What follows belongs to an exercise in optimizing a design on an open flow for small area, a short achievable clock period and few clock cycles; a production flow would make more cautious choices. No run shown here included a check of the RTL's function; only the layout flow was run. No activity file was given, so power comes from the tool's default toggle rates.

**flow/config.mk**
```make
export PLATFORM = sky130hd
export DESIGN_NAME = Sobel
export DESIGN_NICKNAME = Sobel
export VERILOG_FILES = /design/flow/design.v
export SDC_FILE = /design/flow/constraint.sdc
export NUM_CORES = 4
export LEC_CHECK = 0
export CAP_MARGIN = 20
export CORE_MARGIN = 2
export CORE_UTILIZATION = 55
export CTS_CLUSTER_DIAMETER = 80
export CTS_CLUSTER_SIZE = 32
export SETUP_SLACK_MARGIN = 2.65
export SLEW_MARGIN = 20
export BUFFER_PORTS_ARGS = -buffer_cell sky130_fd_sc_hd__buf_1
```
**flow/constraint.sdc**
```tcl
create_clock -name core_clock -period 5.0 [get_ports {ap_clk}]
set_input_delay 1.0000 -clock core_clock [delete_from_list [all_inputs] [get_ports {ap_clk}]]
set_output_delay 1.0000 -clock core_clock [all_outputs]
set_load 0.01 [all_outputs]
```
**flow/design.v**
```verilog
`timescale 1 ns / 1 ps
module Sobel (
    input         ap_clk,
    input         ap_rst,
    input         ap_start,
    output        ap_done,
    output        ap_idle,
    output        ap_ready,
    input  [31:0] p_src_mat_rows_read,
    input  [31:0] p_src_mat_cols_read,
    output [11:0] p_src_mat_data_V_address0,
    output        p_src_mat_data_V_ce0,
    input  [7:0]  p_src_mat_data_V_q0,
    output [11:0] p_dst_matx_data_V_address0,
    output        p_dst_matx_data_V_ce0,
    output        p_dst_matx_data_V_we0,
    output [7:0]  p_dst_matx_data_V_d0,
    output [11:0] p_dst_maty_data_V_address0,
    output        p_dst_maty_data_V_ce0,
    output        p_dst_maty_data_V_we0,
    output [7:0]  p_dst_maty_data_V_d0
);
localparam NS = 4;             
localparam H  = 1 << NS;       
localparam PW = NS + 1;        
wire [12:0] R_in = p_src_mat_rows_read[12:0];
wire [6:0]  C_in = p_src_mat_cols_read[6:0];
wire [12:0] R_m3  = R_in - 2'd3;
wire [7:0]  kc_in = (R_in <= 13'd2) ? 8'd0 : R_m3[NS +: 8];
wire [PW-1:0] vll = (R_in <= 13'd2) ? 1'b1 : {1'b0, R_m3[NS-1:0]} + 1'b1;
reg          busy;             
reg          run;              
reg  [6:0]   cc;               
reg  [7:0]   kc;               
reg          nfull;            
reg          last;             
reg  [PW-1:0] vlen;            
reg  [PW-1:0] p;               
reg          colend;           
reg          cn;               
reg          r1;               
reg          bub;              
reg  [5:0]   cr;               
reg          lastcol;          
reg          col0, col1;       
reg          c1;               
reg          k_row, k_col, k_new;   
reg          k_ov;             
reg          flush;            
reg          ovl;              
reg          s0;               
reg          t0;               
reg  [11:0]  rd;               
reg  [11:0]  cb;               
wire accept  = !busy && ap_start;
wire st_new  = colend && (flush ? !last : (lastcol && !last && nfull));   
wire st_fl   = colend && !flush && lastcol && (last || !nfull);            
wire st_col  = colend && !flush && !lastcol;                               
wire st_end  = colend && flush && last;
wire ext     = flush && last && !bub;
wire [11:0] rd_row = rd + {5'd0, cc};
wire [11:0] rd_col = cb + 1'b1;
wire [11:0] rd_n   = ({12{k_row}} & rd_row) | ({12{k_col || (k_new && k_ov)}} & rd_col) |
                     ({12{k_new && !k_ov}} & cb);
wire        cap    = (p == H - 1) && !last && (flush || (lastcol && nfull));
wire         n_run    = run && !st_end;
wire         n_flush  = st_fl ? 1'b1 : st_new ? 1'b0 : flush;
wire         n_last   = st_new ? (kc == 8'd1) : last;
wire [PW-1:0] n_p     = colend ? {PW{1'b0}} : p + 1'b1;
wire         n_colend = !colend && (p == vlen);
wire         n_cn     = !colend && !cn && (p == vlen);
wire         n_kcol   = n_colend && !flush && (!lastcol || last || !nfull);
wire         n_knew   = n_colend && (flush ? !last : (lastcol && !last && nfull));
always @(posedge ap_clk) begin
    if (ap_rst) begin
        busy <= 1'b0;
        run  <= 1'b0;
        k_row <= 1'b0;
        k_col <= 1'b0;
        k_new <= 1'b0;
    end else if (accept) begin
        busy <= 1'b1;
        run  <= 1'b1;
        k_row <= 1'b1;
        k_col <= 1'b0;
        k_new <= 1'b0;
    end else begin
        k_row <= n_run && !(ext ? cn : n_colend);
        k_col <= n_run && n_kcol;
        k_new <= n_run && n_knew;
        if (ap_done) busy <= 1'b0;
        run  <= n_run;
    end
end
always @(posedge ap_clk) begin
    cc  <= C_in;
    c1  <= (C_in[5:0] == 6'd1);
    r1  <= (R_in == 13'd1);
    bub <= (R_in <= 13'd2);
end
always @(posedge ap_clk) begin
    nfull <= (kc != 8'd1) || vll[NS];
    if (accept) begin
        kc     <= kc_in;
        last   <= (kc_in == 8'd0);
        vlen   <= (kc_in == 8'd0) ? vll : H;
        cn     <= 1'b0;
        p      <= 0;
        colend <= 1'b0;
        flush  <= 1'b0;
        ovl    <= 1'b0;
        s0     <= 1'b1;
        t0     <= 1'b1;
        cb     <= 12'd0;
        cr     <= C_in[5:0] - 1'b1;
        lastcol <= (C_in[5:0] == 6'd1);
        col0   <= 1'b1;
        col1   <= 1'b0;
        k_ov   <= 1'b1;
    end else begin
        k_ov   <= !flush;
        p      <= n_p;
        colend <= ext ? cn : n_colend;
        cn     <= n_cn;
        flush  <= n_flush;
        last   <= n_last;
        if (k_col || (k_new && k_ov)) cb <= rd_col;
        else if (cap) cb <= rd;
        if (st_new) begin
            kc   <= kc - 1'b1;
            vlen <= (kc == 8'd1) ? vll : H;
            s0   <= 1'b0;
            cr   <= C_in[5:0] - 1'b1;
            lastcol <= c1;
            col0 <= 1'b1;
            col1 <= 1'b0;
            ovl  <= !flush;
            t0   <= s0;
        end
        if (st_fl || st_col) begin
            cr   <= cr - 1'b1;
            lastcol <= (cr == 6'd1);
            col0 <= 1'b0;
            col1 <= col0;
            ovl  <= 1'b0;
            t0   <= s0;
        end
    end
end
always @(posedge ap_clk) rd <= rd_n;
assign p_src_mat_data_V_address0 = rd;
assign p_src_mat_data_V_ce0      = run;
wire m_botw   = last && !bub && ((p == 0 && !col0 && !col1) || (flush && colend));
wire m_bot    = m_botw || (bub && (r1 ? (p == 1) : (p == 2)));
wire m_right  = ovl || (flush && p != 0);
wire m_valid  = run && (((!col0 || ovl) && ((p >= 2) || (p == 1 && t0)) && !(r1 && p[1])) || m_botw);
wire m_top    = t0 && (p == 1);
wire m_left   = ovl ? c1 : col1;
wire m_last   = run && st_end;
wire m_fcol   = t0 ? (p == 1) : (p == 2);
wire m_fstrip = m_left && !t0;
wire m_first  = m_left && t0 && (p == 1);    
reg m1_bot, m2_bot, m3_bot;
reg m1_valid, m1_top, m1_left, m1_right, m1_last, m1_fcol, m1_fstrip, m1_first;
reg m2_valid, m2_right, m2_last, m2_fcol, m2_fstrip, m2_first;
reg m3_valid, m3_right, m3_last;
reg w_row, w_col, w_str, w_hold, w_keep;
always @(posedge ap_clk) begin
    if (ap_rst) begin
        m1_valid <= 1'b0; m1_last <= 1'b0;
        m2_valid <= 1'b0; m2_last <= 1'b0;
        m3_valid <= 1'b0; m3_last <= 1'b0;
    end else begin
        m1_valid <= m_valid;  m1_last <= m_last;
        m2_valid <= m1_valid; m2_last <= m1_last;
        m3_valid <= m2_valid; m3_last <= m2_last;
    end
end
always @(posedge ap_clk) begin
    m1_bot <= m_bot; m2_bot <= m1_bot;
    m1_top <= m_top; m1_left <= m_left; m1_right <= m_right; m1_fcol <= m_fcol; m1_fstrip <= m_fstrip; m1_first <= m_first;
    m2_right <= m1_right; m2_fcol <= m1_fcol; m2_fstrip <= m1_fstrip; m2_first <= m1_first;
    m3_right <= m2_right; m3_bot <= m2_bot;
    w_row  <= m2_valid && !m2_fcol;
    w_col  <= m2_valid && m2_fcol && !m2_fstrip && !m2_first;
    w_str  <= m2_valid && m2_fcol && m2_fstrip;
    w_hold <= !m2_valid;
    w_keep <= !(m2_valid && m2_fcol);
end
reg  [NS-1:0] sen;
wire [PW-1:0] vlen1 = vlen - 1'b1;
always @(posedge ap_clk) sen <= vlen1[NS-1:0];
reg [7:0] e0, e1, e2, f0, f1, f2, g0, g1, g2;
reg [7:0] e0m, g0m;
reg [8*H-1:0] va, vb;
wire [7:0] ca [0:NS];
wire [7:0] cv [0:NS];
assign ca[0] = va[7:0];
assign cv[0] = vb[7:0];
genvar gi, gj;
generate
    for (gi = 0; gi < NS; gi = gi + 1) begin : seg
        localparam integer LEN  = 1 << gi;
        localparam integer BASE = 1 << gi;
        always @(posedge ap_clk) begin
            va[8*BASE +: 8] <= ca[gi];
            vb[8*BASE +: 8] <= cv[gi];
        end
        for (gj = 1; gj < LEN; gj = gj + 1) begin : st
            always @(posedge ap_clk) begin
                va[8*(BASE+gj) +: 8] <= va[8*(BASE+gj-1) +: 8];
                vb[8*(BASE+gj) +: 8] <= vb[8*(BASE+gj-1) +: 8];
            end
        end
        assign ca[gi+1] = sen[gi] ? va[8*(BASE+LEN-1) +: 8] : ca[gi];
        assign cv[gi+1] = sen[gi] ? vb[8*(BASE+LEN-1) +: 8] : cv[gi];
    end
endgenerate
always @(posedge ap_clk) begin
    va[7:0] <= e1;
    vb[7:0] <= f1;
end
always @(posedge ap_clk) begin
    e0 <= p_src_mat_data_V_q0;
    e0m <= (m1_bot || m1_right) ? 8'd0 : p_src_mat_data_V_q0;
    g0m <= (m1_left || m1_bot) ? 8'd0 : cv[NS];
    e1 <= e0;
    e2 <= (m1_top || m1_right) ? 8'd0 : e1;
    f0 <= ca[NS];
    f1 <= f0;
    f2 <= m1_top ? 8'd0 : f1;
    g0 <= m1_left ? 8'd0 : cv[NS];
    g1 <= g0;
    g2 <= m1_top ? 8'd0 : g1;
end
reg [9:0] sxp, sxm, syp, sym;
always @(posedge ap_clk) begin
    sxp <= {2'd0, e2} + {1'd0, e1, 1'b0} + {2'd0, e0m};
    sxm <= {2'd0, g2} + {1'd0, g1, 1'b0} + {2'd0, g0m};
    syp <= {2'd0, g0} + {1'd0, f0, 1'b0} + {2'd0, e0m};
    sym <= {2'd0, g2} + {1'd0, f2, 1'b0} + {2'd0, e2};
end
wire [10:0] gx = {1'b0, sxp} - {1'b0, sxm};
wire [10:0] gy = {1'b0, syp} - {1'b0, sym};
wire [7:0] cx = (gx[10] || m3_right) ? 8'd0 : (|gx[9:8]) ? 8'd255 : gx[7:0];
wire [7:0] cy = (gy[10] || m3_bot) ? 8'd0 : (|gy[9:8]) ? 8'd255 : gy[7:0];
reg [7:0]  ox, oy;
reg [11:0] oa, wcb;
reg        owe, odone;
wire [11:0] oa_row = oa + {5'd0, cc};
wire [11:0] oa_str = oa + 1'b1;
wire [11:0] oa_col = wcb + 1'b1;
wire [11:0] oa_n = ({12{w_row}} & oa_row) | ({12{w_col}} & oa_col) | ({12{w_str}} & oa_str) | ({12{w_hold}} & oa);
wire [11:0] wcb_n = ({12{w_col}} & oa_col) | ({12{w_str}} & oa_str) | ({12{w_keep}} & wcb);
always @(posedge ap_clk) begin
    ox <= cx;
    oy <= cy;
    wcb <= wcb_n;
    oa  <= oa_n;
end
always @(posedge ap_clk) begin
    if (ap_rst) begin
        owe   <= 1'b0;
        odone <= 1'b0;
    end else begin
        owe   <= m3_valid;
        odone <= m3_last;
    end
end
assign p_dst_matx_data_V_address0 = oa;
assign p_dst_matx_data_V_ce0      = owe;
assign p_dst_matx_data_V_we0      = owe;
assign p_dst_matx_data_V_d0       = ox;
assign p_dst_maty_data_V_address0 = oa;
assign p_dst_maty_data_V_ce0      = owe;
assign p_dst_maty_data_V_we0      = owe;
assign p_dst_maty_data_V_d0       = oy;
assign ap_done  = odone;
assign ap_ready = odone;
assign ap_idle  = !busy && !ap_start;
endmodule
```
**flow/flow/run.sh**
```bash
#!/bin/bash
# Standard layout flow; only the cell used to buffer the ports is chosen
# (sky130_fd_sc_hd__buf_1 instead of the tool's default pick).
set -o pipefail
cp standard.sh standard_sh_copy.log
cp config.mk config_orig.log
echo 'export BUFFER_PORTS_ARGS = -buffer_cell sky130_fd_sc_hd__buf_1' >> config.mk
bash standard.sh > standard_run.log 2>&1
```
**flow/standard.sh**
```bash
#!/bin/bash
# synth_recipe.tcl (not shown) runs the flow's synth.tcl, then flattens the netlist and writes it again
# the make line also repeats each setting of config.mk as NAME=value (left out here)
make -C /OpenROAD-flow-scripts/flow DESIGN_CONFIG=/design/flow/config.mk WORK_HOME=/design/flow/orfs CLKGATE_MAP_FILE= SYNTH_SCRIPT=/design/flow/synth_recipe.tcl "${@:-finish}"
```
==> results of run 1 <==
[power by group through the flow]
stage / clock network (mW) / logic [mW] / registers (mW)
2_1_floorplan: 0 / 2.27 / 5.52
3_3_place_gp: 0 / 2.87 / 5.61
3_5_place_dp: 0 / 2.90 / 5.62
4_1_cts: 2.26 / 3.13 / 5.53
5_1_grt: 2.41 / 4.07 / 5.62
6_report: 2.19 / 3.62 / 5.52
[sequential cells by signal (all words and copies together) (netlist names), 10 cells and up]
signal and flops:
cb 12, va 128, rd 12, sxm 10
sxp 10, sym 10, wcb 12, syp 10
oa 12, vb 128
[worst max-delay path, cell delays in order]
cell                       delay [ns]
sky130_fd_sc_hd__buf_12          0.09
sky130_fd_sc_hd__inv_6           0.03
sky130_fd_sc_hd__ha_4            0.15
sky130_fd_sc_hd__a211o_4         0.32
sky130_fd_sc_hd__or3b_4          0.37
sky130_fd_sc_hd__a21oi_2         0.16
sky130_fd_sc_hd__o221ai_2        0.14
sky130_fd_sc_hd__nor2b_4         0.17
sky130_fd_sc_hd__o21ai_4         0.18
sky130_fd_sc_hd__nand2_1         0.06
[cells in the final DEF, fill, tap and decap left out, types with 17 or more instances in the layout]
master / instances
sky130_fd_sc_hd__buf_1: 84
sky130_fd_sc_hd__fa_1: 29
sky130_fd_sc_hd__xor2_1: 54
sky130_fd_sc_hd__nor2_1: 89
sky130_fd_sc_hd__nand3_1: 31
sky130_fd_sc_hd__edfxtp_1: 21
sky130_fd_sc_hd__a21o_1: 29
sky130_fd_sc_hd__inv_1: 86
sky130_fd_sc_hd__mux2_2: 25
sky130_fd_sc_hd__nand2_1: 74
sky130_fd_sc_hd__dfxtp_1: 487
sky130_fd_sc_hd__ha_1: 81
sky130_fd_sc_hd__nor2b_1: 27
sky130_fd_sc_hd__buf_4: 32
sky130_fd_sc_hd__nor3_1: 31
sky130_fd_sc_hd__clkbuf_16: 23
sky130_fd_sc_hd__and2_1: 18
sky130_fd_sc_hd__xnor2_1: 45
sky130_fd_sc_hd__o21ai_0: 49
sky130_fd_sc_hd__a21oi_2: 23
sky130_fd_sc_hd__and3_1: 17
sky130_fd_sc_hd__a21oi_1: 71
sky130_fd_sc_hd__dfxtp_2: 19
[how the worst min path moves through the flow]
| stage | cells after the start | endpoint | from |
|---|---|---|---|
| 3_5_place_dp | 0 | va[108] | va[100] |
| 3_3_place_gp | 0 | e1[6] | e0[6] |
| 4_1_cts | 0 | va[76] | va[68] |
| 6_report | 0 | va[76] | va[68] |
| 2_1_floorplan | 0 | e1[0] | e0[0] |
| 5_1_grt | 0 | va[76] | va[68] |
[cell usage after synthesis (all sizes together) (14+ instances only)]
library cell	n	share of area, %
dfxtp	509	55
a21oi	95	2.6
inv	92	1.9
nor2	92	1.9
ha	90	6.1
nand2	74	1.5
o21ai	61	1.7
xor2	54	2.6
xnor2	46	2.2
mux2	41	2.5
nor3	39	1.2
fa	36	3.9
nor2b	34	1.2
nand3	31	0.84
a21o	29	1.2
clkbuf	27	0.60
buf	26	1.1
edfxtp	21	3.4
and2	19	0.66
and3	17	0.58
mux2i	14	0.76
nand2b	14	0.48
o21a	14	0.58
[routing by layer]
layer,vias to the layer above,GRT usage [%]
met5,-,0
met4,0,4.37
met3,38,2.14
met2,135,32.1
met1,5205,25.6
li1,5598,-
[cell type report]
type	count	share of cell area (%)
inverter	92	1.71
antenna	1	0.0122
tap	442	2.71
clock buffer	25	2.90
multi-input combinational	924	35.6
clock inverter	7	0.453
sequential	530	53.1
timing repair buffer	129	3.47
[per-stage QoR]
step | util (%) | hold slack [ns] | std cells | power [mW]
final | 62.3 | 0.328 | 2150 | 11.3
after global routing | 62.3 | 0.336 | 2149 | 12.1
after CTS | 60.9 | 0.333 | 2131 | 10.9
after detailed placement | 58.1 | 0.312 | 2083 | 8.52
after global placement | 58.1 | 0.310 | 2083 | 8.48
after floorplan | - | 0.310 | 1599 | 7.79
[logic make-up (layout without fill, tap and decap cells)]
kind of cell    count (synthesis)  in the layout  share of synthesized area, %
compound gates                278            278                          9.58
xor+xnor                      100            100                          4.76
fa+ha+maj                     126            126                          10.0
buf+inv                       145            253                          3.54
flops                         530            530                          58.8
mux                            55             55                          3.27
other cells                     0              1                             0
simple gates                  365            365                          10.0
[repair_timing]
action / CTS / global route
buffers inserted: 16 / 18
pin swaps: 25 / 43
endpoints found under the setup margin: 54 / 57
gates resized for setup: 45 / 87
hold endpoints to repair: 0 / 0
==> results.py, run 1 <==
metrics = {
    "status": {
        "status": "complete, no violations",
    },
    "grt": {
        "grt.total_usage_pct": 18.8,
        "globalRouteOverflowTotal": 0,
        "grt_pass1_vias": 10492,
        "grt_start_max_net_pins": 34,
        "grt_antenna_before_repair": 0,
        "global_route_wire_length_before_repair_um": 53700,
    },
    "drt": {
        "drc": 0,
        "vias": 10976,
        "dr_wl_met2_um": 15900,
        "routedLengthMet1_um": 15800,
        "detail_route.first_pass.iterations": 4,
        "drt-total-wl_um": 33200,
        "routed_wire_length_per_instance_um": 15.4,
        "detailroute.wirelength.met3_um": 945,
        "route.top_layer_used": "met4",
        "detail-route-antenna-nets": 0,
        "via_per_inst": 5.11,
        "drt-initial-drc-count": 454,
    },
    "flow_run": {
        "max_cap_violations": 0,
    },
    "finish": {
        "flow.area_growth_from_synthesis_pct": 11.0,
        "finalNetCount": 1900,
        "final_design_area_no_fill_sq_um": 20400,
        "share_of_post_route_cells_with_drive_strength_above_1_pct": 12.4,
        "multi_input_area_sq_um": 7270,
        "seqCellArea_sq_um": 10900,
        "num-fill-cells": 2730,
    },
    "floorplan": {
        "ios": 135,
        "core_area_sq_um": 32800,
        "initial_core_util_pct": 56.1,
        "dieWidth_um": 187,
        "die-area_sq_um": 34900,
        "die-height_um": 187,
        "placement_rows": 66,
    },
    "power_and_ir_drop": {
        "share_clk_of_total_power_pct": 19.3,
        "ir_worst_vdd_mv": 0.288,
        "power_switching_mw": 3.52,
        "p_sw_share_pct": 31.1,
        "p_leak_nw": 8.61,
        "internal_power_consumption_mw": 7.80,
        "power.density_cell_area_nw_per_um2": 554,
        "part_of_the_power_in_combinational_logic_pct": 31.9,
        "seq_power_share_pct": 48.8,
    },
    "worst_setup_path": {
        "cp-start-kind": "primary input",
        "crit-reg2reg-launch": "sxm[1]",
        "cp_max_fo": 5,
        "r2r_end": "ox[4]",
        "r2r_cells": 10,
        "critPathCapture": "vlen[4]",
        "cp_data_required_time_ns": 5.30,
        "timing.critical_path.arrival_ns": 2.68,
        "startpoint": "p_src_mat_rows_read[2]",
        "setup.reg_to_reg.worst_slack_ns": 2.62,
        "worst-setup-path-type": "in -> reg",
        "endpoint_kind": "register",
    },
    "clock_tree": {
        "hold_bufs_at_cts": 0,
        "clk_path_buf_depth": 3,
        "worst_skew_pair.late_latency_ns": 0.56,
        "sink_count": 530,
        "tritoncts_clock_tree": "done",
        "clk_pin_slew_ns": 0.11,
        "number_of_h_tree_levels": 1,
        "cts-buffers-inserted": 22,
        "ctsRootBufferMaster": "sky130_fd_sc_hd__clkbuf_16",
    },
    "placed_design": {
        "portBuffers": 90,
        "detailedPlace.worstSlack_ns": 1.67,
        "finalWeightedCongestion": 0.816,
        "placed_area_sq_um": 19000,
        "detailed_placement_hpwl_um": 23400,
    },
    "timing": {
        "finClkSkew_ns": 0.0264,
        "report.final.setup_viol": 0,
        "timing_worst_slew_pin_value_ns": 0.730,
        "post-route-period-util_pct": 47.6,
        "setup-tns-final_ns": 0,
        "period_minus_slack_ns": 2.38,
        "max_transition_viols_final": 0,
        "layout_setup_ws_ns": 2.62,
        "unrepaired_setup_endpoints_after_global_routing": "true",
        "hold_violations": 0,
        "relSlewSlack_pct": 51.1,
        "achievable-frequency_mhz": 420,
    },
    "synthesis": {
        "postSynth.asyncResetShare_pct": 0,
        "synthesized_area_per_cell_sq_um": 11.5,
        "netlist_area_sq_um": 18400,
        "post_synth_inst_count": 1599,
        "ys_seq_area_share_pct": 58.8,
        "synth_warnings": 1,
        "yosysUniqueCellTypes": 74,
        "postSynthNetCount": 1800,
        "synthFlopType": "sky130_fd_sc_hd__dfxtp_1",
        "synth-edff-count": 21,
        "synth-seq-cells": 530,
    },
    "worst_hold_path": {
        "min_path_type": "reg -> reg",
    },
}
==> run 2: changes to the inputs <==
--- a/flow/config.mk
+++ b/flow/config.mk
@@ -10,6 +10,7 @@
 export CORE_UTILIZATION = 55
 export CTS_CLUSTER_DIAMETER = 80
 export CTS_CLUSTER_SIZE = 32
+export PLACE_DENSITY = 0.8
 export SETUP_SLACK_MARGIN = 2.65
 export SLEW_MARGIN = 20
 export BUFFER_PORTS_ARGS = -buffer_cell sky130_fd_sc_hd__buf_1
==> results.py, run 2 <==
metrics = {
    "floorplan": {
        "core_area_sq_um": 32800,
        "ios": 135,
        "dieWidth_um": 187,
        "placement_rows": 66,
        "die-area_sq_um": 34900,
        "initial_core_util_pct": 56.1,
        "die-height_um": 187,
    },
    "synthesis": {
        "post_synth_inst_count": 1599,
        "ys_top_cells_by_count": "509 x sky130_fd_sc_hd__dfxtp_1, 94 x sky130_fd_sc_hd__a21oi_1, 92 x sky130_fd_sc_hd__inv_1, 92 x sky130_fd_sc_hd__nor2_1, 90 x sky130_fd_sc_hd__ha_1",
        "yosysUniqueCellTypes": 74,
        "synth-edff-count": 21,
        "synth-seq-cells": 530,
        "cell_with_the_most_instances_after_synthesis": "sky130_fd_sc_hd__dfxtp_1",
        "ys_seq_area_share_pct": 58.8,
        "simple_gate_area_share_of_the_yosys_netlist_pct": 10.0,
        "post_synth_main_area_contributors": "sky130_fd_sc_hd__dfxtp_1 55%, sky130_fd_sc_hd__ha_1 6.1%, sky130_fd_sc_hd__fa_1 3.9%",
        "postSynth.asyncResetShare_pct": 0,
        "synth-xor-area-share_pct": 4.76,
        "netlist_area_sq_um": 18400,
        "synthesized_area_per_cell_sq_um": 11.5,
        "synth_warnings": 1,
        "synth.area.mux_share_pct": 3.27,
        "yosys.area_share.adder_pct": 10.0,
        "compound_gate_portion_of_the_synthesized_area_pct": 9.58,
        "postSynthNetCount": 1800,
        "fraction_of_post_synthesis_cell_area_in_the_top_cell_type_by_area_pct": 55.4,
        "synth_top_family_by_area": "adder cells",
        "synth_top_cell_by_area": "sky130_fd_sc_hd__dfxtp_1",
        "synthFlopType": "sky130_fd_sc_hd__dfxtp_1",
    },
    "power_and_ir_drop": {
        "p_leak_nw": 8.54,
        "ir_worst_vdd_mv": 0.361,
        "power.density_cell_area_nw_per_um2": 556,
        "total_power_mw": 11.3,
    },
    "clock_tree": {
        "number_of_h_tree_levels": 1,
        "cts-buffers-inserted": 21,
        "worst_skew_pair.late_latency_ns": 0.56,
        "tritoncts_clock_tree": "done",
        "clk_path_buf_depth": 3,
        "ctsRootBufferMaster": "sky130_fd_sc_hd__clkbuf_16",
        "sink_count": 530,
        "clk_pin_slew_ns": 0.11,
    },
    "timing": {
        "finClkSkew_ns": 0.0283,
        "relSlewSlack_pct": 27.0,
        "post-route-period-util_pct": 48.3,
        "setup-tns-final_ns": 0,
        "report.final.setup_viol": 0,
        "achievable-frequency_mhz": 414,
        "period_minus_slack_ns": 2.42,
        "timing_worst_slew_pin_value_ns": 1.09,
        "unrepaired_setup_endpoints_after_global_routing": "true",
        "hold_violations": 0,
        "layout_setup_ws_ns": 2.58,
        "max_transition_viols_final": 0,
    },
    "worst_setup_path": {
        "crit_top_cell": "sky130_fd_sc_hd__a21o_1",
        "setup.reg_to_reg.worst_slack_ns": 2.58,
        "endpoint_kind": "register",
        "critical_path.top_delay_family": "adder cells",
        "cp_max_fo": 2,
        "cp_data_required_time_ns": 5.49,
        "cp_slowest_cell": "sky130_fd_sc_hd__fa_1",
        "timing.critical_path.arrival_ns": 2.90,
        "cp-start-kind": "register",
        "path_cells": "fa_1 -> ha_2 -> inv_2 -> fa_2 -> nor2b_2 -> o21ai_2 -> a21boi_2 -> o21ai_1 -> nand2b_1 -> a21o_1 -> a21o_1",
        "cp_num_buf_inv": 1,
        "r2r_end": "sxp[9]",
        "crit-reg2reg-launch": "e1[0]",
        "startpoint": "e1[0]",
        "critical-path-max-stage-delay_ns": 0.54,
        "worst-setup-path-type": "reg -> reg",
        "r2r_cells": 11,
    },
    "drt": {
        "drc": 0,
        "routed_wire_length_per_instance_um": 15.6,
        "detail-route-antenna-nets": 0,
        "drt-initial-drc-count": 655,
        "via_per_inst": 5.29,
        "drt-total-wl_um": 33400,
        "vias": 11332,
        "detail_route.first_pass.iterations": 5,
    },
    "grt": {
        "grt_start_max_net_pins": 34,
        "grt_pass1_vias": 11265,
        "global_route_wire_length_before_repair_um": 54900,
        "grt_use_met3_pct": 2.31,
        "grt_antenna_before_repair": 0,
        "globalRouteOverflowTotal": 0,
        "met2_usage_in_global_routing_pct": 32.9,
        "global_route.usage.met1_pct": 24.3,
        "grt.total_usage_pct": 18.7,
        "globalRoute.busiestLayer": "met2",
    },
    "finish": {
        "biggestRegsByFlops": "va: 128 flops, vb: 128 flops",
        "num-fill-cells": 2491,
        "flow.area_growth_from_synthesis_pct": 10.3,
        "finalNetCount": 1893,
        "final_cell_mix": "486 x sky130_fd_sc_hd__dfxtp_1, 89 x sky130_fd_sc_hd__nor2_1, 88 x sky130_fd_sc_hd__inv_1",
        "share_of_post_route_cells_with_drive_strength_above_1_pct": 11.8,
        "fin_util_pct": 61.9,
        "mostFrequentLayoutCell": "sky130_fd_sc_hd__dfxtp_1",
    },
    "placed_design": {
        "portBuffers": 90,
        "detailedPlace.worstSlack_ns": 1.64,
        "detailed_placement_hpwl_um": 23100,
        "finalWeightedCongestion": 0.890,
    },
    "flow_run": {
        "max_cap_violations": 0,
    },
    "worst_hold_path": {
        "worst_hold_path.endpoint": "vb[106]",
        "holdCritStartpoint": "vb[98]",
        "timing.hold.worst_path_depth": 0,
        "min_path_type": "reg -> reg",
    },
    "status": {
        "status": "complete, no violations",
    },
}
run 2: cell counts after synthesis:
No cell type changed its count.
run 2: stage by stage:
step	instance area (sq um)	cells	hold WS (ns)
2_1_floorplan	18400	1599	0.310
3_3_place_gp	19000	2080	0.310
3_5_place_dp	19000	2080	0.312
4_1_cts	19900	2125	0.333
5_1_grt	20300	2143	0.338
6_report	20300	2144	0.330
run 2: cell families after synthesis:
kind of cell | after synthesis
AOI/OAI and AO/OA | 278
xor gates and xnor gates | 100
adders and majority gates | 126
buffers and inverters | 145
DFF | 530
muxes | 55
and+or+nand+nor | 365
run 2: final cells by class:
cell class	count	area (sq um)	area share [%]
diodes	1	2.50	0.0123
clock buffers	25	551	2.71
flip-flops and latches	530	10900	53.5
well taps	442	553	2.72
multi-input cells	924	7270	35.8
inverters	92	348	1.71
clock inverters	7	66.3	0.327
repair buffers	123	648	3.19
run 2: layer usage:
layer	vias up	share of wire, %
met4	0	2.4
li1	5589	-
met2	229	49
met1	5461	45
met3	53	3.5
met5	-	0
run 2: worst register-to-register path: stages (launching register included):
cell                       delay (ns)
sky130_fd_sc_hd__dfxtp_4         0.37
sky130_fd_sc_hd__fa_1            0.54
sky130_fd_sc_hd__ha_2            0.20
sky130_fd_sc_hd__inv_2           0.04
sky130_fd_sc_hd__fa_2            0.36
sky130_fd_sc_hd__nor2b_2         0.14
sky130_fd_sc_hd__o21ai_2         0.08
sky130_fd_sc_hd__a21boi_2        0.20
sky130_fd_sc_hd__o21ai_1         0.09
sky130_fd_sc_hd__nand2b_1        0.11
sky130_fd_sc_hd__a21o_1          0.12
sky130_fd_sc_hd__a21o_1          0.12
run 2: repair_timing:
item,in CTS,in global routing
gates resized for setup,60,70
hold buffers,0,0
setup buffers,13,18
endpoints found under the setup margin,53,47
pin swaps,21,34
run 2: where the power goes:
part / switching [mW] / internal [mW] / leakage, nW
registers: 0.403 / 5.15 / 4.46
logic: 1.93 / 1.74 / 3.78
clock network: 1.25 / 0.817 / 0.296
run 2: how the worst max path moves through the flow:
stage / to / depth (start not counted)
3_3_place_gp: vlen[4] / 10
5_1_grt: sxp[9] / 11
4_1_cts: sxp[9] / 11
3_5_place_dp: vlen[4] / 10
6_report: sxp[9] / 11
2_1_floorplan: vlen[4] / 11

==> static timing again, ports no longer ideal <==
How much do the figures lean on ideal ports? The routed layouts below were timed once more, with nothing changed but the port constraints. Step 1 assumes that a clkbuf_16 drives the clock port and a buf_2 every other input. Step 2 adds t to the input delays and takes it off the output delays; t is the mean of the earliest and latest rising clock arrival at the registers after step 1. Input paths then give back, and output paths get back, about the clock's delay inside the block. Slacks: ideal ports / drivers / drivers and shift; pairs: ideal ports / drivers.
run	shift t [ns]	setup slack, ns	worst hold slack (ns)	clock arrival spread, ns	cell pins on the clock port's net
run 1	0.600	2.619 / 2.608 / 2.008	0.328 / 0.328 / 0.328	0.028 / 0.028	1
run 2	0.599	2.584 / 2.584 / 2.076	0.330 / 0.330 / 0.330	0.035 / 0.034	1
After both steps every run listed still meets setup and hold. For run 1, which loses most, drivers alone change the setup slack by -0.011 ns; drivers and shift together by -0.611 ns.
